Background: an optimization exercise with open tools, aiming at small area. Do not read the settings as production practice. The RTL was checked by simulation tests, not by an equivalence proof against the original design. Power is estimated from default activity; no workload was simulated.

### design/flow/design.v
`timescale 1ns / 1ps
module usb_link(
    input clk,
    input rst_n,
    input [6:0] self_addr,
    output reg crc5_err,
    output crc16_err,
    input ms,
    input [15:0] time_threshold,
    input [5:0] delay_threshole,
    output reg time_out,
    output d_oe,
    input rx_lp_sop,
    input rx_lp_eop,
    input rx_lp_valid,
    output rx_lp_ready,
    input [7:0] rx_lp_data,
    output reg tx_lp_sop,
    output reg tx_lp_eop,
    output reg tx_lp_valid,
    input tx_lp_ready,
    output reg [7:0] tx_lp_data,
    output reg tx_lp_cancle,
    output reg rx_pid_en,
    output reg [3:0] rx_pid,
    output reg [3:0] rx_endp,
    output reg rx_lt_sop,
    output reg rx_lt_eop,
    output reg rx_lt_valid,
    input rx_lt_ready,
    output reg [7:0] rx_lt_data,
    input [3:0] tx_pid,
    input [6:0] tx_addr,
    input [3:0] tx_endp,
    input tx_valid,
    output reg tx_ready,
    input tx_lt_sop,
    input tx_lt_eop,
    input tx_lt_valid,
    output tx_lt_ready,
    input [7:0] tx_lt_data,
    input tx_lt_cancle
);
reg rx_handshake_on, rx_data_on, tx_data_on;
wire rx_transok = rx_lp_valid & rx_lp_ready;
wire rx_tok_end = rx_transok & rx_lp_eop;
reg addr_ok;
reg endp_bit;
reg pid_ok;
wire addr_match = (rx_lp_data[6:0] == self_addr);
function [4:0] crc5f;
    input [10:0] d;
    begin
        crc5f[0] = d[10] ^ d[9] ^ d[6] ^ d[5] ^ d[3] ^ d[0] ^ 1'b1;
        crc5f[1] = d[10] ^ d[7] ^ d[6] ^ d[4] ^ d[1] ^ 1'b1;
        crc5f[2] = d[10] ^ d[9] ^ d[8] ^ d[7] ^ d[6] ^ d[3] ^ d[2] ^ d[0] ^ 1'b1;
        crc5f[3] = d[10] ^ d[9] ^ d[8] ^ d[7] ^ d[4] ^ d[3] ^ d[1];
        crc5f[4] = d[10] ^ d[9] ^ d[8] ^ d[5] ^ d[4] ^ d[2] ^ 1'b1;
    end
endfunction
wire [4:0] rc5 = crc5f({self_addr[0], self_addr[1], self_addr[2], self_addr[3], self_addr[4],
                        self_addr[5], self_addr[6], endp_bit, rx_lp_data[0], rx_lp_data[1], rx_lp_data[2]});
wire crc5_right = (rx_lp_data[7:3] == ~{rc5[0], rc5[1], rc5[2], rc5[3], rc5[4]});
wire pid_h_l_ok = (rx_lp_data[3:0] == ~rx_lp_data[7:4]);
wire pid_is_not_data = (rx_lp_data[2:0] != 3'b011);
always @(posedge clk or negedge rst_n) begin
    if (!rst_n) begin
        addr_ok <= 1'b0;
        endp_bit <= 1'b0;
        crc5_err <= 1'b0;
        rx_endp <= 4'b0;
        pid_ok <= 1'b0;
        rx_pid <= 4'b0;
        rx_pid_en <= 1'b0;
    end else begin
        addr_ok <= addr_match;
        if (rx_transok && addr_match) endp_bit <= rx_lp_data[7];
        if (crc5_err) crc5_err <= 1'b0;
        else if (rx_tok_end) crc5_err <= addr_ok ^ crc5_right;
        if (rx_tok_end && addr_ok) rx_endp <= {rx_lp_data[2:0], endp_bit};
        if (pid_h_l_ok && rx_lp_sop && rx_transok && pid_is_not_data && !rx_handshake_on) pid_ok <= 1'b1;
        else if (rx_tok_end) pid_ok <= 1'b0;
        if (rx_transok && rx_lp_sop) rx_pid <= rx_lp_data[3:0];
        rx_pid_en <= rx_tok_end && (((addr_ok || crc5_right) && pid_ok) || (pid_h_l_ok && rx_handshake_on));
    end
end
assign rx_lp_ready = rx_lt_ready | ~rx_lt_valid;
wire tran_buf = rx_data_on & rx_transok;
wire rx_sop_en = tran_buf & rx_lp_sop;
wire rx_lt_eop_en = rx_data_on & rx_lt_valid & rx_lt_ready & rx_lt_eop;
reg [15:0] crc_n;  
reg crc_check_ok;
assign crc16_err = ~crc_check_ok;
wire [15:0] c = ~crc_n;
wire [7:0] d = rx_lt_data;
wire [15:0] crc_out;
assign crc_out[0] = c[10]^c[11]^c[12]^c[13]^c[14]^c[15]^c[8]^c[9]^d[0]^d[1]^d[2]^d[3]^d[4]^d[5]^d[6]^d[7];
assign crc_out[1] = c[10]^c[11]^c[12]^c[13]^c[14]^c[15]^c[9]^d[0]^d[1]^d[2]^d[3]^d[4]^d[5]^d[6];
assign crc_out[2] = c[8]^c[9]^d[6]^d[7];
assign crc_out[3] = c[10]^c[9]^d[5]^d[6];
assign crc_out[4] = c[10]^c[11]^d[4]^d[5];
assign crc_out[5] = c[11]^c[12]^d[3]^d[4];
assign crc_out[6] = c[12]^c[13]^d[2]^d[3];
assign crc_out[7] = c[13]^c[14]^d[1]^d[2];
assign crc_out[8] = c[0]^c[14]^c[15]^d[0]^d[1];
assign crc_out[9] = c[1]^c[15]^d[0];
assign crc_out[10] = c[2];
assign crc_out[11] = c[3];
assign crc_out[12] = c[4];
assign crc_out[13] = c[5];
assign crc_out[14] = c[6];
assign crc_out[15] = c[10]^c[11]^c[12]^c[13]^c[14]^c[15]^c[7]^c[8]^c[9]^d[0]^d[1]^d[2]^d[3]^d[4]^d[5]^d[6]^d[7];
wire [15:0] crc_inv = {crc_n[8], crc_n[9], crc_n[10], crc_n[11], crc_n[12], crc_n[13], crc_n[14], crc_n[15],
                       crc_n[0], crc_n[1], crc_n[2], crc_n[3], crc_n[4], crc_n[5], crc_n[6], crc_n[7]};
always @(posedge clk or negedge rst_n) begin
    if (!rst_n) begin
        rx_lt_sop <= 1'b0;
        rx_lt_eop <= 1'b0;
        rx_lt_valid <= 1'b0;
        rx_lt_data <= 8'b0;
        crc_n <= 16'h0000;
        crc_check_ok <= 1'b1;
    end else begin
        if (tran_buf) begin
            rx_lt_sop <= rx_lp_sop;
            rx_lt_eop <= rx_lp_eop;
            rx_lt_data <= rx_lp_data;
            crc_n <= rx_lt_sop ? 16'h0000 : ~crc_out;
        end
        if (rx_lp_ready && rx_data_on) rx_lt_valid <= rx_lp_valid;
        if (tran_buf && rx_lp_eop) crc_check_ok <= (crc_inv == {rx_lt_data, rx_lp_data});
    end
end
reg [1:0] cnt;
reg [3:0] pid_reg;
reg [6:0] addr_reg;
reg [3:0] endp_reg;
wire to_valid = ~tx_ready;
wire is_hs = (pid_reg[1:0] == 2'b10);
wire is_tok = (pid_reg[1:0] == 2'b01);
wire tx_transok = tx_valid & tx_ready;
wire ready_buf = ~tx_lp_valid | tx_lp_ready;
wire tx_to_transok = to_valid & ~tx_data_on & ready_buf;
wire tx_con_pid_en = to_valid & (cnt == 2'd0);
wire [4:0] tc5 = crc5f({addr_reg[0], addr_reg[1], addr_reg[2], addr_reg[3], addr_reg[4], addr_reg[5],
                        addr_reg[6], endp_reg[0], endp_reg[1], endp_reg[2], endp_reg[3]});
reg [7:0] to_data;
always @(*) begin
    case (cnt)
        2'd0: to_data = {~pid_reg, pid_reg};
        2'd2: to_data = {~tc5[0], ~tc5[1], ~tc5[2], ~tc5[3], ~tc5[4], endp_reg[3:1]};
        default: to_data = {endp_reg[0], addr_reg};
    endcase
end
wire to_sop = cnt[0] ~^ cnt[1];
wire to_eop = (cnt == 2'd2) | ((cnt == 2'd0) & is_hs);
always @(posedge clk or negedge rst_n) begin
    if (!rst_n) begin
        tx_ready <= 1'b1;
        cnt <= 2'd0;
        pid_reg <= 4'b0;
        addr_reg <= 7'b0;
        endp_reg <= 4'b0;
    end else begin
        if (tx_to_transok) begin
            if (is_hs || (is_tok && cnt == 2'd2)) tx_ready <= 1'b1;
        end else if (tx_valid) tx_ready <= 1'b0;
        if (tx_to_transok) begin
            if (is_hs) cnt <= 2'd0;
            else if (is_tok) cnt <= (cnt == 2'd2) ? 2'd0 : cnt + 2'd1;
            else cnt <= 2'd3;
        end
        if (tx_transok) begin
            pid_reg <= tx_pid;
            addr_reg <= tx_addr;
            endp_reg <= tx_endp;
        end
    end
end
assign tx_lt_ready = tx_data_on & ready_buf;
wire tx_lp_eop_en = tx_lp_valid & tx_lp_ready & tx_lp_eop;
wire valid_buf = tx_data_on ? tx_lt_valid : to_valid;
always @(posedge clk or negedge rst_n) begin
    if (!rst_n) begin
        tx_lp_sop <= 1'b0;
        tx_lp_eop <= 1'b0;
        tx_lp_data <= 8'b0;
        tx_lp_cancle <= 1'b0;
        tx_lp_valid <= 1'b0;
    end else begin
        if (ready_buf && valid_buf) begin
            tx_lp_sop <= tx_data_on ? tx_lt_sop : to_sop;
            tx_lp_eop <= tx_data_on ? tx_lt_eop : to_eop;
            tx_lp_data <= tx_data_on ? tx_lt_data : to_data;
            tx_lp_cancle <= tx_data_on & tx_lt_cancle;
        end
        if (tx_lp_eop_en) tx_lp_valid <= 1'b0;
        else if (ready_buf) tx_lp_valid <= valid_buf;
    end
end
wire master_send_rt = ms && (pid_reg == 4'b1001) && tx_con_pid_en;
wire master_send_wt = ms && (pid_reg == 4'b0001) && tx_con_pid_en;
wire slave_receive_rt = !ms && (rx_pid == 4'b1001) && rx_pid_en && !crc5_err;
wire slave_receive_wt = !ms && (rx_pid == 4'b0001) && rx_pid_en && !crc5_err;
wire ms_receive_hs = (rx_pid == 4'b0010) && rx_pid_en;
reg slave_has_received_rt;
reg [1:0] mfs_wr;
reg mfs_rt;
reg [5:0] delay_cnt;
reg delay_on;
reg master_d_oe;
reg slave_d_oe;
reg [15:0] timer;
reg rx_sop_en_regd;
wire delay_done = (delay_cnt == delay_threshole);
assign d_oe = ms ? master_d_oe : slave_d_oe;
always @(posedge clk or negedge rst_n) begin
    if (!rst_n) begin
        slave_has_received_rt <= 1'b0;
        mfs_wr <= 2'd0;
        rx_data_on <= 1'b0;
        rx_handshake_on <= 1'b0;
        tx_data_on <= 1'b0;
        mfs_rt <= 1'b0;
        delay_cnt <= 6'd0;
        delay_on <= 1'b0;
        master_d_oe <= 1'b1;
        slave_d_oe <= 1'b0;
        timer <= 16'd0;
        time_out <= 1'b0;
        rx_sop_en_regd <= 1'b0;
    end else begin
        if (slave_receive_rt) slave_has_received_rt <= 1'b1;
        else if (tx_lp_eop_en) slave_has_received_rt <= 1'b0;
        if (master_send_wt) mfs_wr <= 2'd1;
        else if (tx_lp_eop_en && mfs_wr == 2'd1) mfs_wr <= 2'd2;
        else if (tx_lp_eop_en && mfs_wr == 2'd2) mfs_wr <= 2'd0;
        if (slave_receive_wt || master_send_rt) rx_data_on <= 1'b1;
        else if (rx_lt_eop_en) rx_data_on <= 1'b0;
        if (tx_lp_eop_en && (slave_has_received_rt || mfs_wr == 2'd2)) rx_handshake_on <= 1'b1;
        else if (ms_receive_hs) rx_handshake_on <= 1'b0;
        if (slave_receive_rt || (tx_lp_eop_en && mfs_wr == 2'd1)) tx_data_on <= 1'b1;
        else if (tx_lp_eop_en) tx_data_on <= 1'b0;
        if (master_send_rt) mfs_rt <= 1'b1;
        else if (tx_lp_eop_en) mfs_rt <= 1'b0;
        if (delay_on && !delay_done) delay_cnt <= delay_cnt + 6'd1;
        else delay_cnt <= 6'd0;
        if (ms ? (tx_lp_eop_en && (mfs_rt || mfs_wr == 2'd2)) : tx_lp_eop_en) delay_on <= 1'b1;
        else if (delay_done) delay_on <= 1'b0;
        if (delay_done) master_d_oe <= 1'b0;
        else if (ms_receive_hs || (rx_lt_eop_en && ms)) master_d_oe <= 1'b1;
        if (delay_done) slave_d_oe <= 1'b0;
        else if (slave_receive_rt || (rx_lt_eop_en && !ms)) slave_d_oe <= 1'b1;
        if (ms_receive_hs || rx_sop_en_regd || rx_sop_en) timer <= 16'd0;
        else if (rx_handshake_on || rx_data_on) timer <= timer + 16'd1;
        if (time_out) time_out <= 1'b0;
        else if (timer == time_threshold) time_out <= 1'b1;
        if (rx_sop_en) rx_sop_en_regd <= 1'b1;
        else if (rx_lt_eop_en) rx_sop_en_regd <= 1'b0;
    end
end
endmodule
### design/flow/run.sh
#!/bin/bash
# synth_recipe.tcl (not shown) runs the flow's synth.tcl, then flattens the netlist and writes it again
# the make line also repeats each setting of config.mk as NAME=value (left out here)
make -C /OpenROAD-flow-scripts/flow DESIGN_CONFIG=/design/flow/config.mk WORK_HOME=/design/flow/orfs CLKGATE_MAP_FILE= SYNTH_SCRIPT=/design/flow/synth_recipe.tcl finish
### design/flow/config.mk
export PLATFORM = sky130hd
export DESIGN_NAME = usb_link
export DESIGN_NICKNAME = usb_link
export VERILOG_FILES = /design/flow/design.v
export SDC_FILE = /design/flow/constraint.sdc
export NUM_CORES = 4
export LEC_CHECK = 0
export CAP_MARGIN = 20
export CORE_MARGIN = 2
export CORE_UTILIZATION = 40
export SLEW_MARGIN = 20
### design/flow/constraint.sdc
create_clock -name core_clock -period 5.0 [get_ports {clk}]
set_input_delay 1.0000 -clock core_clock [delete_from_list [all_inputs] [get_ports {clk}]]
set_output_delay 1.0000 -clock core_clock [all_outputs]
set_load 0.01 [all_outputs]
==> results of run 1 <==
==> final timing paths <==
path,cells after the start,end,start
worst min register to register,1,time_out$_DFF_PN0_,time_out$_DFF_PN0_
max in group asynchronous,2,tx_ready$_DFFE_PN1P_,rst_n
worst max-delay path,3,d_oe,ms
worst min-delay path,1,time_out$_DFF_PN0_,time_out$_DFF_PN0_
min in group asynchronous,1,timer[11]$_DFFE_PN0P_,rst_n
worst max register to register,5,tx_lp_data[7]$_DFFE_PN0P_,tx_data_on$_DFFE_PN0P_
==> power by group through the flow <==
stage               Clock [mW]  Combinational [mW]  Sequential (mW)
floorplan                    0                1.57             1.43
global placement             0                2.16             1.48
detailed placement           0                2.20             1.49
CTS                      0.703                2.21             1.48
global route             0.734                2.40             1.53
finish                   0.682                2.18             1.48
==> layout by cell type, fill, tap and decap left out, drive strengths merged, types with 3 or more instances in the layout <==
cell	synthesis	routed
nor3	6	6
buf	4	3
a221oi	3	3
xor2	50	50
nor2	43	43
clkdlybuf4s50	0	110
xnor3	5	5
clkbuf	17	14
and2	4	4
inv	14	14
nand4	10	10
dfrtp	102	102
mux2	31	31
o21ai	38	38
ha	7	7
and3	4	4
a21oi	14	14
xnor2	59	59
nand2b	10	10
nor4	9	9
a22oi	3	3
nor2b	4	4
nand2	69	69
nand3	18	18
dfstp	3	3
==> synth_stat cells (2+ instances only) <==
| library cell | instances |
|---|---|
| xor3_1 | 2 |
| o2111a_1 | 2 |
| nor4_1 | 9 |
| nand4_1 | 10 |
| clkbuf_1 | 17 |
| xnor3_1 | 5 |
| a21oi_1 | 14 |
| xor2_1 | 49 |
| nor4b_1 | 2 |
| and2_1 | 4 |
| mux2_2 | 31 |
| o21a_1 | 2 |
| nor3_1 | 6 |
| nand2b_1 | 10 |
| ha_1 | 7 |
| inv_1 | 14 |
| dfstp_2 | 3 |
| o21ai_0 | 37 |
| a22o_1 | 2 |
| nand2_1 | 69 |
| xnor2_1 | 59 |
| and3_1 | 4 |
| o22ai_1 | 2 |
| a221oi_1 | 3 |
| a22oi_1 | 3 |
| buf_1 | 3 |
| nor2_1 | 43 |
| nand3_1 | 18 |
| nor2b_1 | 4 |
| nor3b_1 | 2 |
| or3_1 | 2 |
| dfrtp_1 | 102 |
==> layer usage <==
layer	up-vias	GRT usage [%]	wire length (um)
met5	-	0	0
met4	0	6.39	212
met3	14	4.23	712
met2	98	31.1	6430
met1	2093	25.7	6450
li1	2099	-	-
==> through the flow <==
step / total power [mW] / hold slack (ns)
4_1_cts: 4.40 / 0.444
3_3_place_gp: 3.64 / 0.424
5_1_grt: 4.66 / 0.456
6_report: 4.34 / 0.434
2_1_floorplan: 3.01 / 0.448
3_5_place_dp: 3.69 / 0.434
==> cell families (layout without fill, tap and decap cells) <==
logic type / Yosys count / count (layout) / synth area share [%]
compound gates: 76 / 76 / 8.15
xor+xnor: 116 / 116 / 19.9
fa+ha+maj: 7 / 7 / 1.55
buf+inv: 35 / 143 / 2.35
flops: 105 / 105 / 46.6
mux: 32 / 32 / 6.36
simple gates: 185 / 185 / 15.2
==> layout make-up <==
| cell class | instances | area (um2) | share of cell area (%) |
|---|---|---|---|
| Tap cell | 180 | 225 | 3.12 |
| Clock buffer | 14 | 274 | 3.80 |
| Multi-Input combinational cell | 416 | 2890 | 40.0 |
| Inverter | 14 | 52.6 | 0.729 |
| Sequential cell | 105 | 2630 | 36.5 |
| Clock inverter | 2 | 12.5 | 0.174 |
| Timing Repair Buffer | 113 | 1130 | 15.6 |
==> flow_metrics.env, run 1 <==
export IMPL_final_util_pct=52.1
export IMPL_rows=43
export IMPL_num_nets_final=739
export IMPL_cts_buffers=9
export IMPL_clk_pin_slew_ns=0.07
export IMPL_setup_slack_ns=1.64
export IMPL_numClockSinks=105
export IMPL_synthArstFlopShare_pct=100
export IMPL_drive_gt1_share_pct=7.98
export IMPL_ys_top_cells_by_area="dfrtp_1, xnor2_1, xor2_1, mux2_2, nand2_1"
export IMPL_placed_cell_area_um2=6920
export IMPL_initial_core_util_pct=40.9
export IMPL_synth_main_ff_cell="dfrtp_1"
export IMPL_switchingPower_mw=1.62
export IMPL_combPwrFrac_pct=50.2
export IMPL_syn_inst=556
export IMPL_setup_viol=0
export IMPL_cp_start_kind="primary input"
export IMPL_fmax_mhz=297
export IMPL_ys_seq_area_share_pct=46.6
export IMPL_power_density_nw_per_um2=602
export IMPL_die_w_um=123
export IMPL_routed_via_count=4304
export IMPL_clock_skew_ns=0.00818
export IMPL_syn_avg_cell_area_um2=10.2
export IMPL_worst_pin_slew_ns=0.727
export IMPL_fp_dieH_um=123
export IMPL_leakage_nw=3.09
export IMPL_internal_power_mw=2.72
export IMPL_first_pass_iters=4
export IMPL_clockBufferDepth=2
export IMPL_fin_area_um2=7210
export IMPL_post_cts_buffers=0
export IMPL_dieArea_um2=15100
export IMPL_post_synth_top_area_fraction_pct=45.2
export IMPL_cts_resized=0
export IMPL_antenna_found_initial=0
export IMPL_crit_path_cell_trace="clkdlybuf4s50_1 > mux2_2 > clkdlybuf4s50_1"
export IMPL_ys_ff_latch=105
export IMPL_critPathTopFamily="buffers and inverters"
export IMPL_p_sw_share_pct=37.3
export IMPL_vias_per_cell=5.10
export IMPL_syn_nets=636
export IMPL_synth_top_cell_by_area="dfrtp_1"
export IMPL_crit_fanout=4
export IMPL_fin_cells=844
export IMPL_required_ns=4.00
export IMPL_area_growth_pct=27.6
export IMPL_place_ws_ns=1.60
export IMPL_htree_levels=3
export IMPL_track_usage_pct=19.3
export IMPL_tns_ns=0
export IMPL_hold_buffers=0
export IMPL_antenna_left=0
export IMPL_ioPinCount=112
export IMPL_drt_wl_total_um=13800
export IMPL_syn_area_um2=5650
export IMPL_critPathBufInv=2
export IMPL_seqPwrFrac_pct=34.1
export IMPL_synth_edf_count=0
export IMPL_cts_root_buf="clkbuf_16"
export IMPL_drv_cap=0
export IMPL_grt_ovfl_total=0
export IMPL_arrival_ns=2.36
export IMPL_core_um2=13800
export IMPL_rsz0062_at_grt="false"
export IMPL_dp_cells=828
export IMPL_grt_max_degree=81
export IMPL_path_class="primary input to output pin"
export IMPL_crit_slowest_cell="clkdlybuf4s50_1"
export IMPL_fill_cells=1251
export IMPL_hold_violations=0
export IMPL_endpoint_kind="output pin"
export IMPL_reg_top3="crc_n (16), timer (16)"
export IMPL_outcome="no timing/DRC/antenna violations"
export IMPL_pwr_share_clk_pct=15.7
export IMPL_crit_path_frequent_cell="clkdlybuf4s50_1"
export IMPL_grt_pass1_vias=4564
export IMPL_yosysWarningCount=1
export IMPL_drc_errors=0
export IMPL_hp_class="flop to flop"
export IMPL_antenna_cells=0
export IMPL_r2r_slack_ns=2.82
export IMPL_io_buffers=111
export IMPL_synth_distinct_cells=48
export IMPL_fin_crit_sh_pct=67.2
export IMPL_wl_per_cell_um=16.3
export IMPL_finalMaxSlewViolations=0
export IMPL_slowest_delay_ns=0.53
export IMPL_slew_headroom_pct=51.5
export IMPL_dr_first_iter_drc_count=255
export IMPL_grt_pass1_wl_um=22400
export IMPL_routabilityCongestion=0.853
export IMPL_peakVddDrop_mv=0.457
export IMPL_min_period_ns=3.36
export IMPL_post_dp_hpwl_um=10400
export IMPL_cts_tree="done"
export IMPL_clock_latency_ns=0.35
==> run 2, diff against run 1 <==
==> design/flow/flow/run.sh (new file) <==
#!/bin/bash
# Own layout flow: the standard synthesis, then the combinational logic between the
# (unchanged) registers re-mapped by ABC for area, then the standard ORFS layout with
# minimum-size port buffers.
set -euo pipefail
W=$PWD
R=$W/orfs/results/sky130hd/usb_link/base
LIB=$FLOW_HOME/platforms/sky130hd/lib/sky130_fd_sc_hd__tt_025C_1v80.lib
YOSYS=yosys
if [[ -x $FLOW_HOME/../tools/install/yosys/bin/yosys ]]; then YOSYS=$FLOW_HOME/../tools/install/yosys/bin/yosys; fi

# 1. standard synthesis (the standard flow's own script)
bash standard.sh $R/1_2_yosys.v > $W/1_synth_standard.log 2>&1
cp $R/1_2_yosys.v $W/1_2_yosys_standard.v

# 2. re-map the combinational logic; registers are kept as they are
sed -e "s#LIBFILE#$LIB#g" -e "s#NETIN#$W/1_2_yosys_standard.v#" -e "s#NETOUT#$W/1_2_yosys_reopt.v#" \
    -e "s#ABCSCRIPT#$W/flow/reopt.abc#" $W/flow/reopt.ys > $W/reopt.ys
$YOSYS -l $W/2_reopt_yosys.log -s $W/reopt.ys > /dev/null 2>&1
cp $W/1_2_yosys_reopt.v $R/1_2_yosys.v

# 3. layout, with buf_1 port buffers
BUFFER_PORTS_ARGS="-buffer_cell sky130_fd_sc_hd__buf_1" bash standard.sh finish > $W/3_layout.log 2>&1
==> design/flow/flow/reopt.abc (new file) <==
strash
&get -n
&deepsyn -T 60
&put
dch
amap
==> design/flow/flow/reopt.ys (new file) <==
read_liberty -ignore_miss_func -ignore_miss_dir LIBFILE
read_verilog NETIN
hierarchy -top usb_link
setattr -mod -set keep_hierarchy 1 sky130_fd_sc_hd__df*
flatten
opt -purge
abc -script ABCSCRIPT -liberty LIBFILE -dont_use *probe* -dont_use *lpflow*
opt_clean -purge
hilomap -singleton -hicell sky130_fd_sc_hd__conb_1 HI -locell sky130_fd_sc_hd__conb_1 LO
insbuf -buf sky130_fd_sc_hd__buf_4 A X
stat -liberty LIBFILE
select usb_link
write_verilog -noattr -nohex -nodec -selected NETOUT
==> design/flow/standard.sh (new file) <==
#!/bin/bash
# synth_recipe.tcl (not shown) runs the flow's synth.tcl, then flattens the netlist and writes it again
# the make line also repeats each setting of config.mk as NAME=value (left out here)
make -C /OpenROAD-flow-scripts/flow DESIGN_CONFIG=/design/flow/config.mk WORK_HOME=/design/flow/orfs CLKGATE_MAP_FILE= SYNTH_SCRIPT=/design/flow/synth_recipe.tcl "${@:-finish}"
--- a/design/flow/config.mk
+++ b/design/flow/config.mk
@@ -8,4 +8,7 @@
 export CAP_MARGIN = 20
 export CORE_MARGIN = 2
 export CORE_UTILIZATION = 40
+export CTS_BUF_LIST = sky130_fd_sc_hd__clkbuf_8
+export CTS_CLUSTER_DIAMETER = 100
+export CTS_CLUSTER_SIZE = 30
 export SLEW_MARGIN = 20
removed: design/flow/run.sh
==> flow_metrics.env, run 2 <==
export IMPL_grt_busiest_layer="met2"
export IMPL_routabilityCongestion=0.955
export IMPL_use_met1_pct=29.0
export IMPL_clock_skew_ns=0.00855
export IMPL_placed_cell_area_um2=5850
export IMPL_clock_latency_ns=0.37
export IMPL_drc_errors=0
export IMPL_reg_top3="crc_n (16), timer (16)"
export IMPL_rsz0062_at_grt="false"
export IMPL_ioPinCount=112
export IMPL_initial_core_util_pct=40.8
export IMPL_cts_resized=0
export IMPL_path_class="flop to flop"
export IMPL_cts_root_buf="clkbuf_8"
export IMPL_wl_per_cell_um=15.5
export IMPL_htree_levels=3
export IMPL_power_density_nw_per_um2=561
export IMPL_ff2ff_path_depth=18
export IMPL_finalMaxSlewViolations=0
export IMPL_grt_max_degree=60
export IMPL_holdPathStages=1
export IMPL_hold_buffers=0
export IMPL_crit_fanout=4
export IMPL_required_ns=5.27
export IMPL_io_buffers=111
export IMPL_endpoint_kind="flop"
export IMPL_post_cts_buffers=0
export IMPL_track_usage_pct=20.5
export IMPL_post_dp_hpwl_um=11000
export IMPL_yosysWarningCount=1
export IMPL_arrival_ns=3.44
export IMPL_cts_buffers=9
export IMPL_outcome="no timing/DRC/antenna violations"
export IMPL_slew_headroom_pct=37.9
export IMPL_r2r_slack_ns=1.82
export IMPL_drive_gt1_share_pct=2.84
export IMPL_worst_pin_slew_ns=0.929
export IMPL_fin_area_um2=6050
export IMPL_leakage_nw=2.34
export IMPL_tns_ns=0
export IMPL_dieArea_um2=14400
export IMPL_r2r_start="timer[0]$_DFFE_PN0P_"
export IMPL_cts_tree="done"
export IMPL_antenna_left=0
export IMPL_antenna_cells=0
export IMPL_syn_avg_cell_area_um2=8.47
export IMPL_final_common_cell="clkinv_1"
export IMPL_fp_dieH_um=120
export IMPL_dr_first_iter_drc_count=302
export IMPL_numClockSinks=105
export IMPL_met2_usage_pct=32.2
export IMPL_area_growth_pct=12.5
export IMPL_core_um2=13200
export IMPL_grt_ovfl_total=0
export IMPL_fill_cells=1349
export IMPL_fin_crit_sh_pct=63.5
export IMPL_fmax_mhz=315
export IMPL_hp_class="flop to flop"
export IMPL_num_nets_final=808
export IMPL_layout_common_cells="clkinv_1, buf_1, dfrtp_1"
export IMPL_rows=42
export IMPL_routed_via_count=4983
export IMPL_syn_nets=708
export IMPL_drt_wl_total_um=14200
export IMPL_cp_start_kind="flop"
export IMPL_peakVddDrop_mv=0.335
export IMPL_syn_area_um2=5380
export IMPL_first_pass_iters=5
export IMPL_hold_violations=0
export IMPL_min_period_ns=3.18
export IMPL_grt_pass1_wl_um=23400
export IMPL_use_met3_pct=2.80
export IMPL_place_ws_ns=1.60
export IMPL_syn_inst=635
export IMPL_vias_per_cell=5.44
export IMPL_clk_pin_slew_ns=0.10
export IMPL_die_w_um=120
export IMPL_drv_cap=0
export IMPL_antenna_found_initial=0
export IMPL_min_to="delay_cnt[0]$_DFF_PN0_"
export IMPL_setup_slack_ns=1.82
export IMPL_setup_viol=0
export IMPL_hold_start="delay_cnt[0]$_DFF_PN0_"
export IMPL_grt_pass1_vias=4672
export IMPL_clockBufferDepth=2
export IMPL_r2r_end="timer[15]$_DFFE_PN0P_"
-- run 2: cell count changes in the layout (fill, tap and decap cells not counted), sizes merged, moves of 15 or more --
cell and delta:
clkinv +121, o21ai -15, o22ai +81, a21oi +32, nand2 -23, xnor2 -59
mux2 -31, nor2 +43, xor2 -49, buf +109, clkdlybuf4s50 -110
-- run 2: worst max path at each step --
stage,start,to,slack (ns),cells after the start
6_report,timer[0]$_DFFE_PN0P_,timer[15]$_DFFE_PN0P_,1.82,18
5_1_grt,timer[0]$_DFFE_PN0P_,timer[15]$_DFFE_PN0P_,1.25,18
4_1_cts,timer[0]$_DFFE_PN0P_,timer[15]$_DFFE_PN0P_,1.81,18
3_5_place_dp,rx_lt_ready,timer[6]$_DFFE_PN0P_,1.60,11
3_3_place_gp,rx_lt_ready,timer[6]$_DFFE_PN0P_,1.70,11
2_1_floorplan,rx_lt_ready,timer[10]$_DFFE_PN0P_,1.60,9
-- run 2: cell type report --
cell class	instances	area [um2]	area share [%]
clock buffers	10	138	2.28
clock inverters	6	57.6	0.951
inverters	119	447	7.38
multi-input cells	387	2120	35.1
flip-flops and latches	105	2630	43.5
well taps	176	220	3.64
repair buffers	113	435	7.20
-- run 2: layer usage --
metal / routed length, um / vias up
li1: - / 2453
met1: 6650 / 2378
met2: 6690 / 131
met3: 639 / 21
met4: 259 / 0
met5: 0 / -
-- run 2: power by group --
group,switching [mW],internal (mW),leakage [nW]
registers,0.230,1.15,1.30
clock network,0.289,0.243,0.108
logic,0.944,0.540,0.932
total,1.46,1.93,2.34
-- run 2: per-stage QoR --
step	hold WS, ns	power [mW]	instances	util (%)
floorplan	0.434	2.53	635	-
global placement	0.448	2.84	900	44.4
detailed placement	0.464	2.87	900	44.4
CTS	0.478	3.41	916	45.9
global route	0.503	3.70	916	45.9
finish	0.474	3.40	916	45.9
-- run 2: critical path, stage by stage, from the launching register on --
cell and delay (ns):
dfrtp_1 0.34, clkinv_1 0.11, nor2_1 0.18, nand2_1 0.11
nor2_1 0.19, nand2_1 0.12, nor2_1 0.23, nand2_1 0.12
nor2_1 0.20, nand2_1 0.10, nor2_1 0.22, nand2_1 0.11
nor2_1 0.20, nand2_1 0.10, nor2_1 0.17, nand2_1 0.13
nor2_1 0.18, nor2_1 0.06, a211oi_1 0.22
==> run 3, diff against run 2 <==
--- a/design/flow/flow/run.sh
+++ b/design/flow/flow/run.sh
@@ -20,4 +20,4 @@
 cp $W/1_2_yosys_reopt.v $R/1_2_yosys.v
 
 # 3. layout, with buf_1 port buffers
-BUFFER_PORTS_ARGS="-buffer_cell sky130_fd_sc_hd__buf_1" bash standard.sh finish > $W/3_layout.log 2>&1
+CTS_ARGS="-sink_clustering_enable -repair_clock_nets -buf_list sky130_fd_sc_hd__clkbuf_8 -root_buf sky130_fd_sc_hd__clkbuf_8 -dont_use_dummy_load -sink_clustering_size 30 -sink_clustering_max_diameter 100" BUFFER_PORTS_ARGS="-buffer_cell sky130_fd_sc_hd__buf_1" bash standard.sh finish > $W/3_layout.log 2>&1
--- a/design/flow/config.mk
+++ b/design/flow/config.mk
@@ -8,7 +8,4 @@
 export CAP_MARGIN = 20
 export CORE_MARGIN = 2
 export CORE_UTILIZATION = 40
-export CTS_BUF_LIST = sky130_fd_sc_hd__clkbuf_8
-export CTS_CLUSTER_DIAMETER = 100
-export CTS_CLUSTER_SIZE = 30
 export SLEW_MARGIN = 20
==> flow_metrics.env, run 3 <==
export IMPL_fin_cells=909
export IMPL_layout_common_cells="clkinv_1, buf_1, dfrtp_1"
export IMPL_cts_root_buf="clkbuf_8"
export IMPL_finalPower_mw=3.29
export IMPL_syn_inst=635
export IMPL_slew_headroom_pct=38.0
export IMPL_dieArea_um2=14400
export IMPL_syn_avg_cell_area_um2=8.47
export IMPL_hp_class="flop to flop"
export IMPL_post_dp_hpwl_um=11000
export IMPL_leakage_nw=2.30
export IMPL_htree_levels=3
export IMPL_track_usage_pct=20.6
export IMPL_critPathBufInv=1
export IMPL_tns_ns=0
export IMPL_clockBufferDepth=2
export IMPL_crit_path_cell_trace="clkinv_1 > nor2_1 > nand2_1 > nor2_1 > nand2_1 > nor2_1 > nand2_1 > nor2_1 > nand2_1 > nor2_1 > nand2_1 > nor2_1 > nand2_1 > nor2_1 > nand2_1 > nor2_1 > nor2_1 > a211oi_1"
export IMPL_hold_buffers=0
export IMPL_initial_core_util_pct=40.8
export IMPL_power_density_nw_per_um2=551
export IMPL_cp_start_kind="flop"
export IMPL_fin_crit_sh_pct=63.4
export IMPL_antenna_found_initial=0
export IMPL_wl_per_cell_um=15.7
export IMPL_fin_area_um2=5980
export IMPL_grt_ovfl_total=0
export IMPL_drt_wl_total_um=14300
export IMPL_path_class="flop to flop"
export IMPL_syn_nets=708
export IMPL_setup_viol=0
export IMPL_yosysWarningCount=1
export IMPL_grt_pass1_wl_um=23500
export IMPL_slowest_delay_ns=0.33
export IMPL_core_um2=13200
export IMPL_syn_area_um2=5380
export IMPL_whs_ns=0.473
export IMPL_hold_violations=0
export IMPL_cts_tree="done"
export IMPL_routabilityCongestion=0.955
export IMPL_required_ns=5.25
export IMPL_r2r_slack_ns=1.83
export IMPL_peakVddDrop_mv=0.334
export IMPL_endpoint_kind="flop"
export IMPL_rows=42
export IMPL_clock_latency_ns=0.37
export IMPL_placed_cell_area_um2=5850
export IMPL_routed_via_count=4957
export IMPL_worst_pin_slew_ns=0.928
export IMPL_reg_top3="crc_n (16), timer (16)"
export IMPL_vias_per_cell=5.45
export IMPL_drive_gt1_share_pct=2.05
export IMPL_grt_max_degree=60
export IMPL_antenna_left=0
export IMPL_post_cts_buffers=0
export IMPL_fmax_mhz=315
export IMPL_first_pass_iters=5
export IMPL_final_common_cell="clkinv_1"
export IMPL_dr_first_iter_drc_count=367
export IMPL_ioPinCount=112
export IMPL_crit_path_frequent_cell="nor2_1"
export IMPL_fp_dieH_um=120
export IMPL_drv_cap=0
export IMPL_crit_fanout=4
export IMPL_dp_cells=900
export IMPL_finalMaxSlewViolations=0
export IMPL_crit_slowest_cell="dfrtp_1"
export IMPL_io_buffers=111
export IMPL_cts_resized=0
export IMPL_area_growth_pct=11.1
export IMPL_clk_pin_slew_ns=0.10
export IMPL_outcome="no timing/DRC/antenna violations"
export IMPL_min_period_ns=3.17
export IMPL_antenna_cells=0
export IMPL_grt_pass1_vias=4716
export IMPL_clock_skew_ns=0.0226
export IMPL_rsz0062_at_grt="false"
export IMPL_num_nets_final=808
export IMPL_die_w_um=120
export IMPL_numClockSinks=105
export IMPL_critPathTopFamily="simple AND/OR/NAND/NOR gates"
export IMPL_arrival_ns=3.42
export IMPL_cts_buffers=9
export IMPL_drc_errors=0
==> run 3: layer usage <==
metal | up-vias | track usage (%) | wire (um)
li1 | 2442 | - | -
met1 | 2359 | 28.7 | 6580
met2 | 129 | 32.7 | 6710
met3 | 27 | 2.85 | 633
met4 | 0 | 7.79 | 335
met5 | - | 0 | 0
==> run 3: final cells by class <==
| cell class | count | area, um2 |
|---|---|---|
| sequential | 105 | 2630 |
| timing repair buffer | 113 | 435 |
| multi-input combinational | 387 | 2120 |
| tap | 176 | 220 |
| inverter | 119 | 447 |
| fill | 1360 | 7210 |
| clock buffer | 9 | 124 |
==> run 3: path summary, 6_finish.rpt <==
path | start | end | cells after the start
max in group asynchronous | rst_n | timer[12]$_DFFE_PN0P_ | 2
max reg2reg | timer[0]$_DFFE_PN0P_ | timer[15]$_DFFE_PN0P_ | 18
min reg2reg | delay_cnt[0]$_DFF_PN0_ | delay_cnt[0]$_DFF_PN0_ | 1
max | timer[0]$_DFFE_PN0P_ | timer[15]$_DFFE_PN0P_ | 18
min | delay_cnt[0]$_DFF_PN0_ | delay_cnt[0]$_DFF_PN0_ | 1
min in group asynchronous | rst_n | crc_n[14]$_DFFE_PN0P_ | 1
==> run 3: power breakdown <==
part           leakage (nW)  total (mW)  switching [mW]  internal (mW)
Sequential             1.30        1.38           0.230           1.15
Clock                0.0647       0.424           0.262          0.162
Combinational         0.932        1.49           0.950          0.540
==> run 3: through the flow <==
stage | util [%] | setup slack, ns
floorplan | - | 1.60
global placement | 44.4 | 1.70
detailed placement | 44.4 | 1.60
CTS | 45.3 | 1.81
global route | 45.3 | 1.26
finish | 45.3 | 1.83
==> run 3: worst reg2reg max path: cells and delay by family (launching register included) <==
| kind | cells | cell delay [ns] |
|---|---|---|
| simple gates | 16 | 2.43 |
| flops | 1 | 0.33 |
| compound gates | 1 | 0.22 |
| buf+inv | 1 | 0.11 |
==> run 4, diff against run 3 <==
--- a/design/flow/flow/run.sh
+++ b/design/flow/flow/run.sh
@@ -20,4 +20,4 @@
 cp $W/1_2_yosys_reopt.v $R/1_2_yosys.v
 
 # 3. layout, with buf_1 port buffers
-CTS_ARGS="-sink_clustering_enable -repair_clock_nets -buf_list sky130_fd_sc_hd__clkbuf_8 -root_buf sky130_fd_sc_hd__clkbuf_8 -dont_use_dummy_load -sink_clustering_size 30 -sink_clustering_max_diameter 100" BUFFER_PORTS_ARGS="-buffer_cell sky130_fd_sc_hd__buf_1" bash standard.sh finish > $W/3_layout.log 2>&1
+CTS_ARGS="-sink_clustering_enable -repair_clock_nets -buf_list sky130_fd_sc_hd__clkbuf_4 -root_buf sky130_fd_sc_hd__clkbuf_8 -dont_use_dummy_load" BUFFER_PORTS_ARGS="-buffer_cell sky130_fd_sc_hd__buf_1" bash standard.sh finish > $W/3_layout.log 2>&1
--- a/design/flow/config.mk
+++ b/design/flow/config.mk
@@ -7,5 +7,5 @@
 export LEC_CHECK = 0
 export CAP_MARGIN = 20
 export CORE_MARGIN = 2
-export CORE_UTILIZATION = 40
+export CORE_UTILIZATION = 70
 export SLEW_MARGIN = 20
==> flow_metrics.env, run 4 <==
export IMPL_outcome="no timing/DRC/antenna violations"
export IMPL_setup_viol=0
export IMPL_syn_area_um2=5380
export IMPL_final_common_cell="clkinv_1"
export IMPL_num_nets_final=808
export IMPL_crit_slowest_cell="dfrtp_1"
export IMPL_htree_levels=3
export IMPL_cts_tree="done"
export IMPL_first_pass_iters=5
export IMPL_die_w_um=91.7
export IMPL_ioPinCount=112
export IMPL_wl_per_cell_um=17.0
export IMPL_routabilityCongestion=1.02
export IMPL_r2r_start="timer[0]$_DFFE_PN0P_"
export IMPL_crit_fanout=4
export IMPL_place_ws_ns=1.65
export IMPL_cts_root_buf="clkbuf_8"
export IMPL_cts_buffers=9
export IMPL_min_to="delay_cnt[0]$_DFF_PN0_"
export IMPL_dieArea_um2=8400
export IMPL_combPwrFrac_pct=46.3
export IMPL_seqPwrFrac_pct=41.4
export IMPL_clock_skew_ns=0.0364
export IMPL_peakVddDrop_mv=0.473
export IMPL_track_usage_pct=35.4
export IMPL_post_dp_hpwl_um=10800
export IMPL_drive_gt1_share_pct=2.05
export IMPL_drc_errors=0
export IMPL_hold_buffers=0
export IMPL_syn_inst=635
export IMPL_r2r_slack_ns=1.54
export IMPL_power_density_nw_per_um2=568
export IMPL_p_sw_share_pct=44.5
export IMPL_syn_avg_cell_area_um2=8.47
export IMPL_fin_crit_sh_pct=69.2
export IMPL_antenna_cells=0
export IMPL_leakage_nw=2.30
export IMPL_area_growth_pct=9.35
export IMPL_dp_cells=823
export IMPL_holdPathStages=1
export IMPL_path_class="flop to flop"
export IMPL_switchingPower_mw=1.49
export IMPL_slowest_delay_ns=0.33
export IMPL_grt_pass1_wl_um=23800
export IMPL_endpoint_kind="flop"
export IMPL_fp_dieH_um=91.7
export IMPL_pwr_share_clk_pct=12.3
export IMPL_setup_slack_ns=1.54
export IMPL_crit_path_frequent_cell="nor2_1"
export IMPL_syn_nets=708
export IMPL_ff2ff_path_depth=18
export IMPL_yosysWarningCount=1
export IMPL_fin_cells=832
export IMPL_post_cts_buffers=0
export IMPL_cts_resized=0
export IMPL_fin_area_um2=5880
export IMPL_vias_per_cell=6.28
export IMPL_slew_headroom_pct=35.7
export IMPL_reg_top3="crc_n (16), timer (16)"
export IMPL_required_ns=5.25
export IMPL_hold_violations=0
export IMPL_dr_first_iter_drc_count=419
export IMPL_grt_max_degree=72
export IMPL_initial_core_util_pct=73.4
export IMPL_hp_class="flop to flop"
export IMPL_crit_path_cell_trace="clkinv_1 > nor2_1 > nand2_1 > nor2_1 > nand2_1 > nor2_1 > nand2_1 > nor2_1 > nand2_1 > nor2_1 > nand2_1 > nor2_1 > nand2_1 > nor2_1 > nand2_1 > nor2_1 > nor2_1 > a211oi_1"
export IMPL_finalPower_mw=3.34
export IMPL_antenna_left=0
export IMPL_cp_start_kind="flop"
export IMPL_whs_ns=0.474
export IMPL_fmax_mhz=289
export IMPL_final_util_pct=80.2
export IMPL_layout_common_cells="clkinv_1, buf_1, dfrtp_1"
export IMPL_tns_ns=0
export IMPL_min_period_ns=3.46
export IMPL_placed_cell_area_um2=5760
export IMPL_antenna_found_initial=0
export IMPL_clk_pin_slew_ns=0.12
export IMPL_numClockSinks=105
export IMPL_arrival_ns=3.71
export IMPL_finalMaxSlewViolations=0
export IMPL_drv_cap=0
export IMPL_internal_power_mw=1.85
export IMPL_worst_pin_slew_ns=0.964
export IMPL_io_buffers=111
export IMPL_clockBufferDepth=2
export IMPL_rsz0062_at_grt="false"
export IMPL_routed_via_count=5227
export IMPL_grt_ovfl_total=0
export IMPL_drt_wl_total_um=14200
export IMPL_core_um2=7330
export IMPL_rows=31
export IMPL_clock_latency_ns=0.37
export IMPL_grt_pass1_vias=5169
export IMPL_r2r_end="timer[15]$_DFFE_PN0P_"
export IMPL_hold_start="delay_cnt[0]$_DFF_PN0_"
## run 4: how the worst max path moves through the flow
| stage | startpoint | end | slack, ns | cells after the start |
|---|---|---|---|---|
| after floorplan | rx_lt_ready | timer[10]$_DFFE_PN0P_ | 1.60 | 9 |
| after CTS | timer[0]$_DFFE_PN0P_ | timer[15]$_DFFE_PN0P_ | 1.64 | 18 |
| after global placement | self_addr[4] | crc5_err$_DFF_PN0_ | 1.84 | 12 |
| after detailed placement | rx_lt_ready | timer[2]$_DFFE_PN0P_ | 1.65 | 11 |
| after global routing | timer[0]$_DFFE_PN0P_ | timer[15]$_DFFE_PN0P_ | 1.21 | 18 |
| final | timer[0]$_DFFE_PN0P_ | timer[15]$_DFFE_PN0P_ | 1.54 | 18 |
## run 4: layout make-up
| class | count | area, um2 |
|---|---|---|
| Clock buffer | 9 | 124 |
| Fill cell | 508 | 1450 |
| Inverter | 119 | 447 |
| Multi-Input combinational cell | 387 | 2120 |
| Sequential cell | 105 | 2630 |
| Tap cell | 99 | 124 |
| Timing Repair Buffer | 113 | 435 |
## run 4: routing by layer
| metal | track usage [%] | wire [um] | up-vias |
|---|---|---|---|
| li1 | - | - | 2454 |
| met1 | 46.9 | 5730 | 2440 |
| met2 | 59.1 | 7060 | 290 |
| met3 | 5.34 | 1020 | 43 |
| met4 | 14.0 | 346 | 0 |
| met5 | 0 | 0 | - |
## run 4: worst max-delay path: cells and delay by family (launching register included)
family          cells  cell delay (ns)
buf+inv             1             0.13
compound gates      1             0.20
flops               1             0.33
simple gates       16             2.71
## run 4: power by group through the flow
| stage | registers (mW) | clock network, mW | logic [mW] |
|---|---|---|---|
| after floorplan | 1.34 | 0 | 1.18 |
| after global placement | 1.38 | 0 | 1.42 |
| after detailed placement | 1.39 | 0 | 1.50 |
| after CTS | 1.37 | 0.412 | 1.52 |
| after global routing | 1.42 | 0.450 | 1.71 |
| final | 1.38 | 0.412 | 1.55 |
==> run 5, diff against run 4 <==
--- a/design/flow/flow/run.sh
+++ b/design/flow/flow/run.sh
@@ -20,4 +20,4 @@
 cp $W/1_2_yosys_reopt.v $R/1_2_yosys.v
 
 # 3. layout, with buf_1 port buffers
-CTS_ARGS="-sink_clustering_enable -repair_clock_nets -buf_list sky130_fd_sc_hd__clkbuf_4 -root_buf sky130_fd_sc_hd__clkbuf_8 -dont_use_dummy_load" BUFFER_PORTS_ARGS="-buffer_cell sky130_fd_sc_hd__buf_1" bash standard.sh finish > $W/3_layout.log 2>&1
+CTS_ARGS="-sink_clustering_enable -repair_clock_nets -buf_list sky130_fd_sc_hd__clkbuf_2 -root_buf sky130_fd_sc_hd__clkbuf_8 -tree_buf sky130_fd_sc_hd__clkbuf_2 -dont_use_dummy_load" BUFFER_PORTS_ARGS="-buffer_cell sky130_fd_sc_hd__buf_1" bash standard.sh finish > $W/3_layout.log 2>&1
==> flow_metrics.env, run 5 <==
export IMPL_crit_path_cell_trace="clkinv_1 > nor2_1 > nand2_1 > nor2_1 > nand2_1 > nor2_1 > nand2_1 > nor2_1 > nand2_1 > nor2_1 > nand2_1 > nor2_1 > nand2_1 > nor2_1 > nand2_1 > nor2_1 > nor2_1 > a211oi_1"
export IMPL_clock_latency_ns=0.37
export IMPL_grt_pass1_wl_um=23800
export IMPL_clock_skew_ns=0.0364
export IMPL_crit_slowest_cell="dfrtp_1"
export IMPL_drc_errors=0
export IMPL_antenna_cells=0
export IMPL_vias_per_cell=6.28
export IMPL_syn_avg_cell_area_um2=8.47
export IMPL_hold_buffers=0
export IMPL_cts_buffers=9
export IMPL_grt_ovfl_total=0
export IMPL_fp_dieH_um=91.7
export IMPL_drv_cap=0
export IMPL_placed_cell_area_um2=5760
export IMPL_routabilityCongestion=1.02
export IMPL_drive_gt1_share_pct=2.05
export IMPL_finalPower_mw=3.34
export IMPL_critPathBufInv=1
export IMPL_required_ns=5.25
export IMPL_htree_levels=3
export IMPL_grt_max_degree=72
export IMPL_drt_wl_total_um=14200
export IMPL_num_nets_final=808
export IMPL_finalMaxSlewViolations=0
export IMPL_dieArea_um2=8400
export IMPL_fmax_mhz=289
export IMPL_setup_viol=0
export IMPL_crit_fanout=4
export IMPL_tns_ns=0
export IMPL_syn_inst=635
export IMPL_hold_start="delay_cnt[0]$_DFF_PN0_"
export IMPL_r2r_start="timer[0]$_DFFE_PN0P_"
export IMPL_leakage_nw=2.30
export IMPL_hp_class="flop to flop"
export IMPL_hold_violations=0
export IMPL_first_pass_iters=5
export IMPL_grt_pass1_vias=5169
export IMPL_peakVddDrop_mv=0.473
export IMPL_arrival_ns=3.71
export IMPL_cts_tree="done"
export IMPL_track_usage_pct=35.4
export IMPL_clk_pin_slew_ns=0.12
export IMPL_wl_per_cell_um=17.0
export IMPL_fill_cells=508
export IMPL_syn_area_um2=5380
export IMPL_routed_via_count=5227
export IMPL_critPathLaunch="timer[0]$_DFFE_PN0P_"
export IMPL_reg_top3="crc_n (16), timer (16)"
export IMPL_min_period_ns=3.46
export IMPL_core_um2=7330
export IMPL_fin_crit_sh_pct=69.2
export IMPL_post_cts_buffers=0
export IMPL_power_density_nw_per_um2=568
export IMPL_layout_common_cells="clkinv_1, buf_1, dfrtp_1"
export IMPL_path_depth=18
export IMPL_syn_nets=708
export IMPL_antenna_found_initial=0
export IMPL_cp_start_kind="flop"
export IMPL_cts_root_buf="clkbuf_8"
export IMPL_r2r_slack_ns=1.54
export IMPL_r2r_end="timer[15]$_DFFE_PN0P_"
export IMPL_cts_resized=0
export IMPL_rows=31
export IMPL_slew_headroom_pct=35.7
export IMPL_yosysWarningCount=1
export IMPL_final_common_cell="clkinv_1"
export IMPL_die_w_um=91.7
export IMPL_fin_area_um2=5880
export IMPL_io_buffers=111
export IMPL_antenna_left=0
export IMPL_clockBufferDepth=2
export IMPL_area_growth_pct=9.35
export IMPL_rsz0062_at_grt="false"
export IMPL_numClockSinks=105
export IMPL_path_class="flop to flop"
export IMPL_post_dp_hpwl_um=10800
export IMPL_endpoint="timer[15]$_DFFE_PN0P_"
export IMPL_critPathTopFamily="simple AND/OR/NAND/NOR gates"
export IMPL_endpoint_kind="flop"
export IMPL_dr_first_iter_drc_count=419
export IMPL_slowest_delay_ns=0.33
export IMPL_ioPinCount=112
export IMPL_outcome="no timing/DRC/antenna violations"
export IMPL_ff2ff_path_depth=18
export IMPL_worst_pin_slew_ns=0.964
export IMPL_initial_core_util_pct=73.4
export IMPL_crit_path_frequent_cell="nor2_1"
## run 5: worst min path at each step
stage | end | slack (ns) | depth (start not counted)
2_1_floorplan | delay_cnt[0]$_DFF_PN0_ | 0.43 | 1
3_3_place_gp | delay_cnt[0]$_DFF_PN0_ | 0.45 | 1
3_5_place_dp | delay_cnt[0]$_DFF_PN0_ | 0.46 | 1
4_1_cts | delay_cnt[0]$_DFF_PN0_ | 0.48 | 1
5_1_grt | delay_cnt[0]$_DFF_PN0_ | 0.50 | 1
6_report | delay_cnt[0]$_DFF_PN0_ | 0.47 | 1
## run 5: cell type report
class | count | area (um2) | area share, %
Inverter | 119 | 447 | 7.59
Sequential cell | 105 | 2630 | 44.7
Timing Repair Buffer | 113 | 435 | 7.40
Multi-Input combinational cell | 387 | 2120 | 36.1
Clock buffer | 9 | 124 | 2.11
Tap cell | 99 | 124 | 2.11
## run 5: metrics by stage
step / hold slack, ns / utilization [%] / setup WS, ns / instances
floorplan: 0.434 / - / 1.60 / 635
global placement: 0.445 / 78.5 / 1.84 / 823
finish: 0.474 / 80.2 / 1.54 / 832
detailed placement: 0.461 / 78.5 / 1.65 / 823
global route: 0.502 / 80.2 / 1.21 / 832
CTS: 0.476 / 80.2 / 1.64 / 832
## run 5: power by group
| group | switching (mW) | total [mW] | internal (mW) |
|---|---|---|---|
| Clock | 0.249 | 0.412 | 0.162 |
| Combinational | 1.00 | 1.55 | 0.541 |
| Sequential | 0.234 | 1.38 | 1.15 |
| Total | 1.49 | 3.34 | 1.85 |
## run 5: routing by layer
layer	up-vias	part of all wire (%)	GRT usage [%]
li1	2454	-	-
met2	290	50	59.1
met3	43	7.2	5.34
met1	2440	40	46.9
met4	0	2.4	14.0
met5	-	0	0
==> run 6, diff against run 5 <==
--- a/design/flow/flow/run.sh
+++ b/design/flow/flow/run.sh
@@ -20,4 +20,4 @@
 cp $W/1_2_yosys_reopt.v $R/1_2_yosys.v
 
 # 3. layout, with buf_1 port buffers
-CTS_ARGS="-sink_clustering_enable -repair_clock_nets -buf_list sky130_fd_sc_hd__clkbuf_2 -root_buf sky130_fd_sc_hd__clkbuf_8 -tree_buf sky130_fd_sc_hd__clkbuf_2 -dont_use_dummy_load" BUFFER_PORTS_ARGS="-buffer_cell sky130_fd_sc_hd__buf_1" bash standard.sh finish > $W/3_layout.log 2>&1
+CTS_ARGS="-sink_clustering_enable -repair_clock_nets -buf_list sky130_fd_sc_hd__clkbuf_4 -root_buf sky130_fd_sc_hd__clkbuf_8 -tree_buf sky130_fd_sc_hd__clkbuf_4 -dont_use_dummy_load" BUFFER_PORTS_ARGS="-buffer_cell sky130_fd_sc_hd__buf_1" bash standard.sh finish > $W/3_layout.log 2>&1
==> flow_metrics.env, run 6 <==
export IMPL_htree_levels=3
export IMPL_pwr_share_clk_pct=12.3
export IMPL_dp_cells=823
export IMPL_hp_class="flop to flop"
export IMPL_clk_pin_slew_ns=0.12
export IMPL_setup_viol=0
export IMPL_dieArea_um2=8400
export IMPL_slew_headroom_pct=35.7
export IMPL_cts_resized=0
export IMPL_combPwrFrac_pct=46.3
export IMPL_routabilityCongestion=1.02
export IMPL_reg_top3="crc_n (16), timer (16)"
export IMPL_drive_gt1_share_pct=2.05
export IMPL_drc_errors=0
export IMPL_fin_area_um2=5880
export IMPL_cp_start_kind="flop"
export IMPL_vias_per_cell=6.28
export IMPL_path_class="flop to flop"
export IMPL_wl_per_cell_um=17.0
export IMPL_rows=31
export IMPL_worst_pin_slew_ns=0.964
export IMPL_post_cts_buffers=0
export IMPL_io_buffers=111
export IMPL_peakVddDrop_mv=0.473
export IMPL_grt_pass1_wl_um=23800
export IMPL_seqPwrFrac_pct=41.4
export IMPL_drt_wl_total_um=14200
export IMPL_dr_first_iter_drc_count=419
export IMPL_track_usage_pct=35.4
export IMPL_final_common_cell="clkinv_1"
export IMPL_power_density_nw_per_um2=568
export IMPL_leakage_nw=2.30
export IMPL_antenna_left=0
export IMPL_outcome="no timing/DRC/antenna violations"
export IMPL_initial_core_util_pct=73.4
export IMPL_finalMaxSlewViolations=0
export IMPL_fin_crit_sh_pct=69.2
export IMPL_syn_avg_cell_area_um2=8.47
export IMPL_area_growth_pct=9.35
export IMPL_grt_ovfl_total=0
export IMPL_post_dp_hpwl_um=10800
export IMPL_num_nets_final=808
export IMPL_crit_fanout=4
export IMPL_hold_buffers=0
export IMPL_fmax_mhz=289
export IMPL_routed_via_count=5227
export IMPL_rsz0062_at_grt="false"
export IMPL_yosysWarningCount=1
export IMPL_cts_buffers=9
export IMPL_ioPinCount=112
export IMPL_clock_latency_ns=0.37
export IMPL_hold_violations=0
export IMPL_syn_area_um2=5380
export IMPL_grt_max_degree=72
export IMPL_numClockSinks=105
export IMPL_arrival_ns=3.71
export IMPL_clock_skew_ns=0.0364
export IMPL_die_w_um=91.7
export IMPL_fin_cells=832
export IMPL_syn_inst=635
export IMPL_finalPower_mw=3.34
export IMPL_fill_cells=508
export IMPL_clockBufferDepth=2
export IMPL_internal_power_mw=1.85
export IMPL_min_period_ns=3.46
export IMPL_p_sw_share_pct=44.5
export IMPL_syn_nets=708
export IMPL_fp_dieH_um=91.7
export IMPL_required_ns=5.25
export IMPL_layout_common_cells="clkinv_1, buf_1, dfrtp_1"
export IMPL_switchingPower_mw=1.49
export IMPL_whs_ns=0.474
export IMPL_core_um2=7330
export IMPL_grt_pass1_vias=5169
export IMPL_first_pass_iters=5
export IMPL_drv_cap=0
export IMPL_cts_tree="done"
export IMPL_tns_ns=0
export IMPL_antenna_found_initial=0
export IMPL_cts_root_buf="clkbuf_8"
export IMPL_endpoint_kind="flop"
export IMPL_placed_cell_area_um2=5760
export IMPL_antenna_cells=0
run 6: worst paths after layout:
kind,startpoint,endpoint,slack [ns],cells past startpoint
setup reg to reg,timer[0]$_DFFE_PN0P_,timer[15]$_DFFE_PN0P_,1.54,18
setup / recovery,timer[0]$_DFFE_PN0P_,timer[15]$_DFFE_PN0P_,1.54,18
max in group asynchronous,rst_n,timer[7]$_DFFE_PN0P_,3.17,2
min in group asynchronous,rst_n,mfs_wr[1]$_DFFE_PN0P_,0.82,1
hold / removal,delay_cnt[0]$_DFF_PN0_,delay_cnt[0]$_DFF_PN0_,0.47,1
hold reg to reg,delay_cnt[0]$_DFF_PN0_,delay_cnt[0]$_DFF_PN0_,0.47,1
run 6: final cells by class:
cell class                      instances  area, um2  share of cell area (%)
Multi-Input combinational cell        387       2120                    36.1
Sequential cell                       105       2630                    44.7
Clock buffer                            9        124                    2.11
Inverter                              119        447                    7.59
Tap cell                               99        124                    2.11
Timing Repair Buffer                  113        435                    7.40
run 6: critical path, stage by stage, from the launching register on:
cell and delay [ns]:
dfrtp_1 0.33, clkinv_1 0.13, nor2_1 0.21, nand2_1 0.12, nor2_1 0.21, nand2_1 0.14
nor2_1 0.24, nand2_1 0.12, nor2_1 0.22, nand2_1 0.12, nor2_1 0.23, nand2_1 0.11
nor2_1 0.22, nand2_1 0.12, nor2_1 0.21, nand2_1 0.14, nor2_1 0.23, nor2_1 0.07
a211oi_1 0.20
run 6: metrics by stage:
stage	setup slack [ns]	utilization (%)
2_1_floorplan	1.60	-
3_3_place_gp	1.84	78.5
3_5_place_dp	1.65	78.5
4_1_cts	1.64	80.2
5_1_grt	1.21	80.2
6_report	1.54	80.2
run 6: power groups by stage:
stage                     logic, mW  registers [mW]  clock network [mW]
after global routing           1.71            1.42               0.450
after CTS                      1.52            1.37               0.412
after global placement         1.42            1.38                   0
after detailed placement       1.50            1.39                   0
after floorplan                1.18            1.34                   0
final                          1.55            1.38               0.412
run 6: per-layer routing:
layer / wire length, um / track usage, % / vias to the layer above
li1: - / - / 2454
met1: 5730 / 46.9 / 2440
met2: 7060 / 59.1 / 290
met3: 1020 / 5.34 / 43
met4: 346 / 14.0 / 0
met5: 0 / 0 / -
==> run 7, diff against run 6 <==
--- a/design/flow/flow/run.sh
+++ b/design/flow/flow/run.sh
@@ -20,4 +20,4 @@
 cp $W/1_2_yosys_reopt.v $R/1_2_yosys.v
 
 # 3. layout, with buf_1 port buffers
-CTS_ARGS="-sink_clustering_enable -repair_clock_nets -buf_list sky130_fd_sc_hd__clkbuf_4 -root_buf sky130_fd_sc_hd__clkbuf_8 -tree_buf sky130_fd_sc_hd__clkbuf_4 -dont_use_dummy_load" BUFFER_PORTS_ARGS="-buffer_cell sky130_fd_sc_hd__buf_1" bash standard.sh finish > $W/3_layout.log 2>&1
+CTS_ARGS="-sink_clustering_enable -repair_clock_nets -buf_list {sky130_fd_sc_hd__clkbuf_4 sky130_fd_sc_hd__clkbuf_8} -root_buf sky130_fd_sc_hd__clkbuf_8 -dont_use_dummy_load" BUFFER_PORTS_ARGS="-buffer_cell sky130_fd_sc_hd__buf_1" bash standard.sh finish > $W/3_layout.log 2>&1
--- a/design/flow/config.mk
+++ b/design/flow/config.mk
@@ -7,5 +7,5 @@
 export LEC_CHECK = 0
 export CAP_MARGIN = 20
 export CORE_MARGIN = 2
-export CORE_UTILIZATION = 70
+export CORE_UTILIZATION = 40
 export SLEW_MARGIN = 20
==> flow_metrics.env, run 7 <==
export IMPL_endpoint_kind="flop"
export IMPL_grt_pass1_vias=4716
export IMPL_post_cts_buffers=0
export IMPL_rsz0062_at_grt="false"
export IMPL_antenna_cells=0
export IMPL_final_util_pct=45.3
export IMPL_syn_inst=635
export IMPL_core_um2=13200
export IMPL_routed_via_count=4957
export IMPL_power_density_nw_per_um2=551
export IMPL_r2r_start="timer[0]$_DFFE_PN0P_"
export IMPL_drv_cap=0
export IMPL_num_nets_final=808
export IMPL_setup_slack_ns=1.83
export IMPL_outcome="no timing/DRC/antenna violations"
export IMPL_cts_tree="done"
export IMPL_finalMaxSlewViolations=0
export IMPL_whs_ns=0.473
export IMPL_final_common_cell="clkinv_1"
export IMPL_min_period_ns=3.17
export IMPL_clk_pin_slew_ns=0.10
export IMPL_fill_cells=1360
export IMPL_grt_max_degree=60
export IMPL_wl_per_cell_um=15.7
export IMPL_antenna_left=0
export IMPL_tns_ns=0
export IMPL_cp_start_kind="flop"
export IMPL_path_class="flop to flop"
export IMPL_drt_wl_total_um=14300
export IMPL_fmax_mhz=315
export IMPL_grt_ovfl_total=0
export IMPL_hold_buffers=0
export IMPL_yosysWarningCount=1
export IMPL_io_buffers=111
export IMPL_r2r_end="timer[15]$_DFFE_PN0P_"
export IMPL_routabilityCongestion=0.955
export IMPL_drc_errors=0
export IMPL_first_pass_iters=5
export IMPL_dr_first_iter_drc_count=367
export IMPL_critPathLaunch="timer[0]$_DFFE_PN0P_"
export IMPL_clock_latency_ns=0.37
export IMPL_leakage_nw=2.30
export IMPL_layout_common_cells="clkinv_1, buf_1, dfrtp_1"
export IMPL_clock_skew_ns=0.0226
export IMPL_endpoint="timer[15]$_DFFE_PN0P_"
export IMPL_crit_fanout=4
export IMPL_peakVddDrop_mv=0.334
export IMPL_drive_gt1_share_pct=2.05
export IMPL_setup_viol=0
export IMPL_fin_crit_sh_pct=63.4
export IMPL_rows=42
export IMPL_worst_pin_slew_ns=0.928
export IMPL_slew_headroom_pct=38.0
export IMPL_required_ns=5.25
export IMPL_numClockSinks=105
export IMPL_dieArea_um2=14400
export IMPL_cts_resized=0
export IMPL_arrival_ns=3.42
export IMPL_hp_class="flop to flop"
export IMPL_syn_nets=708
export IMPL_die_w_um=120
export IMPL_syn_area_um2=5380
export IMPL_area_growth_pct=11.1
export IMPL_cts_root_buf="clkbuf_8"
export IMPL_place_ws_ns=1.60
export IMPL_clockBufferDepth=2
export IMPL_hold_violations=0
export IMPL_cts_buffers=9
export IMPL_ioPinCount=112
export IMPL_fp_dieH_um=120
export IMPL_htree_levels=3
export IMPL_reg_top3="crc_n (16), timer (16)"
export IMPL_ff2ff_path_depth=18
export IMPL_track_usage_pct=20.6
export IMPL_grt_pass1_wl_um=23500
export IMPL_antenna_found_initial=0
export IMPL_vias_per_cell=5.45
export IMPL_r2r_slack_ns=1.83
export IMPL_syn_avg_cell_area_um2=8.47
export IMPL_post_dp_hpwl_um=11000
export IMPL_initial_core_util_pct=40.8
[run 7: area by class of cell]
type	count	area [um2]	share of cell area, %
Sequential cell	105	2630	44.0
Clock buffer	9	124	2.07
Tap cell	176	220	3.68
Timing Repair Buffer	113	435	7.28
Inverter	119	447	7.47
Multi-Input combinational cell	387	2120	35.5
[run 7: worst min path at each step]
stage | startpoint | end | slack [ns] | cells after the start
after CTS | delay_cnt[0]$_DFF_PN0_ | delay_cnt[0]$_DFF_PN0_ | 0.48 | 1
after global placement | delay_cnt[0]$_DFF_PN0_ | delay_cnt[0]$_DFF_PN0_ | 0.45 | 1
after detailed placement | delay_cnt[0]$_DFF_PN0_ | delay_cnt[0]$_DFF_PN0_ | 0.46 | 1
after floorplan | delay_cnt[0]$_DFF_PN0_ | delay_cnt[0]$_DFF_PN0_ | 0.43 | 1
final | delay_cnt[0]$_DFF_PN0_ | delay_cnt[0]$_DFF_PN0_ | 0.47 | 1
after global routing | delay_cnt[0]$_DFF_PN0_ | delay_cnt[0]$_DFF_PN0_ | 0.50 | 1
[run 7: critical path, stage by stage (launching register included)]
cell      delay [ns]
dfrtp_1         0.33
clkinv_1        0.11
nor2_1          0.19
nand2_1         0.11
nor2_1          0.19
nand2_1         0.12
nor2_1          0.23
nand2_1         0.11
nor2_1          0.20
nand2_1         0.10
nor2_1          0.22
nand2_1         0.11
nor2_1          0.20
nand2_1         0.10
nor2_1          0.17
nand2_1         0.13
nor2_1          0.18
nor2_1          0.06
a211oi_1        0.22
[run 7: metal layers]
| layer | routed length, um | vias to the layer above | track usage [%] |
|---|---|---|---|
| met2 | 6710 | 129 | 32.7 |
| met3 | 633 | 27 | 2.85 |
| met5 | 0 | - | 0 |
| li1 | - | 2442 | - |
| met4 | 335 | 0 | 7.79 |
| met1 | 6580 | 2359 | 28.7 |
[run 7: stage by stage]
stage,instance area [um2],power [mW],std cells
6_report,5980,3.29,909
5_1_grt,5980,3.59,909
4_1_cts,5980,3.30,909
3_5_place_dp,5850,2.87,900
3_3_place_gp,5850,2.84,900
2_1_floorplan,5380,2.53,635
[run 7: power breakdown]
part,internal (mW),switching (mW),leakage [nW]
Clock,0.162,0.262,0.0647
Sequential,1.15,0.230,1.30
Combinational,0.540,0.950,0.932

port drivers added, routing unchanged:
In the flow no input, the clock included, has a driving cell. The finished layouts below were timed again as built, in two steps. Step 1 assumes that a clkbuf_16 drives the clock port and a buf_2 every other input. Step 2 also shifts input and output timing later by t, the mid clock arrival at the registers, as if the neighbouring blocks saw the same clock. a / b / c = ideal ports / drivers / drivers and shift; a / b = the first two.
| run | t, ns | slack for setup (ns) | worst register clock-pin slew, ns |
|---|---|---|---|
| run 1 | 0.381 | 1.638 / 1.605 / 1.546 | 0.07 / 0.07 |
| run 2 | 0.398 | 1.824 / 1.824 / 1.549 | 0.10 / 0.10 |
| run 3 | 0.396 | 1.830 / 1.830 / 1.574 | 0.10 / 0.10 |
| run 4 | 0.385 | 1.542 / 1.542 / 1.518 | 0.12 / 0.12 |
| run 5 | 0.385 | 1.542 / 1.542 / 1.518 | 0.12 / 0.12 |
| run 6 | 0.385 | 1.542 / 1.542 / 1.518 | 0.12 / 0.12 |
| run 7 | 0.396 | 1.830 / 1.830 / 1.574 | 0.10 / 0.10 |
After both steps setup and hold are still met in every run listed. For run 2, which loses most, drivers alone change the setup slack by 0.000 ns; drivers and shift together by -0.275 ns.
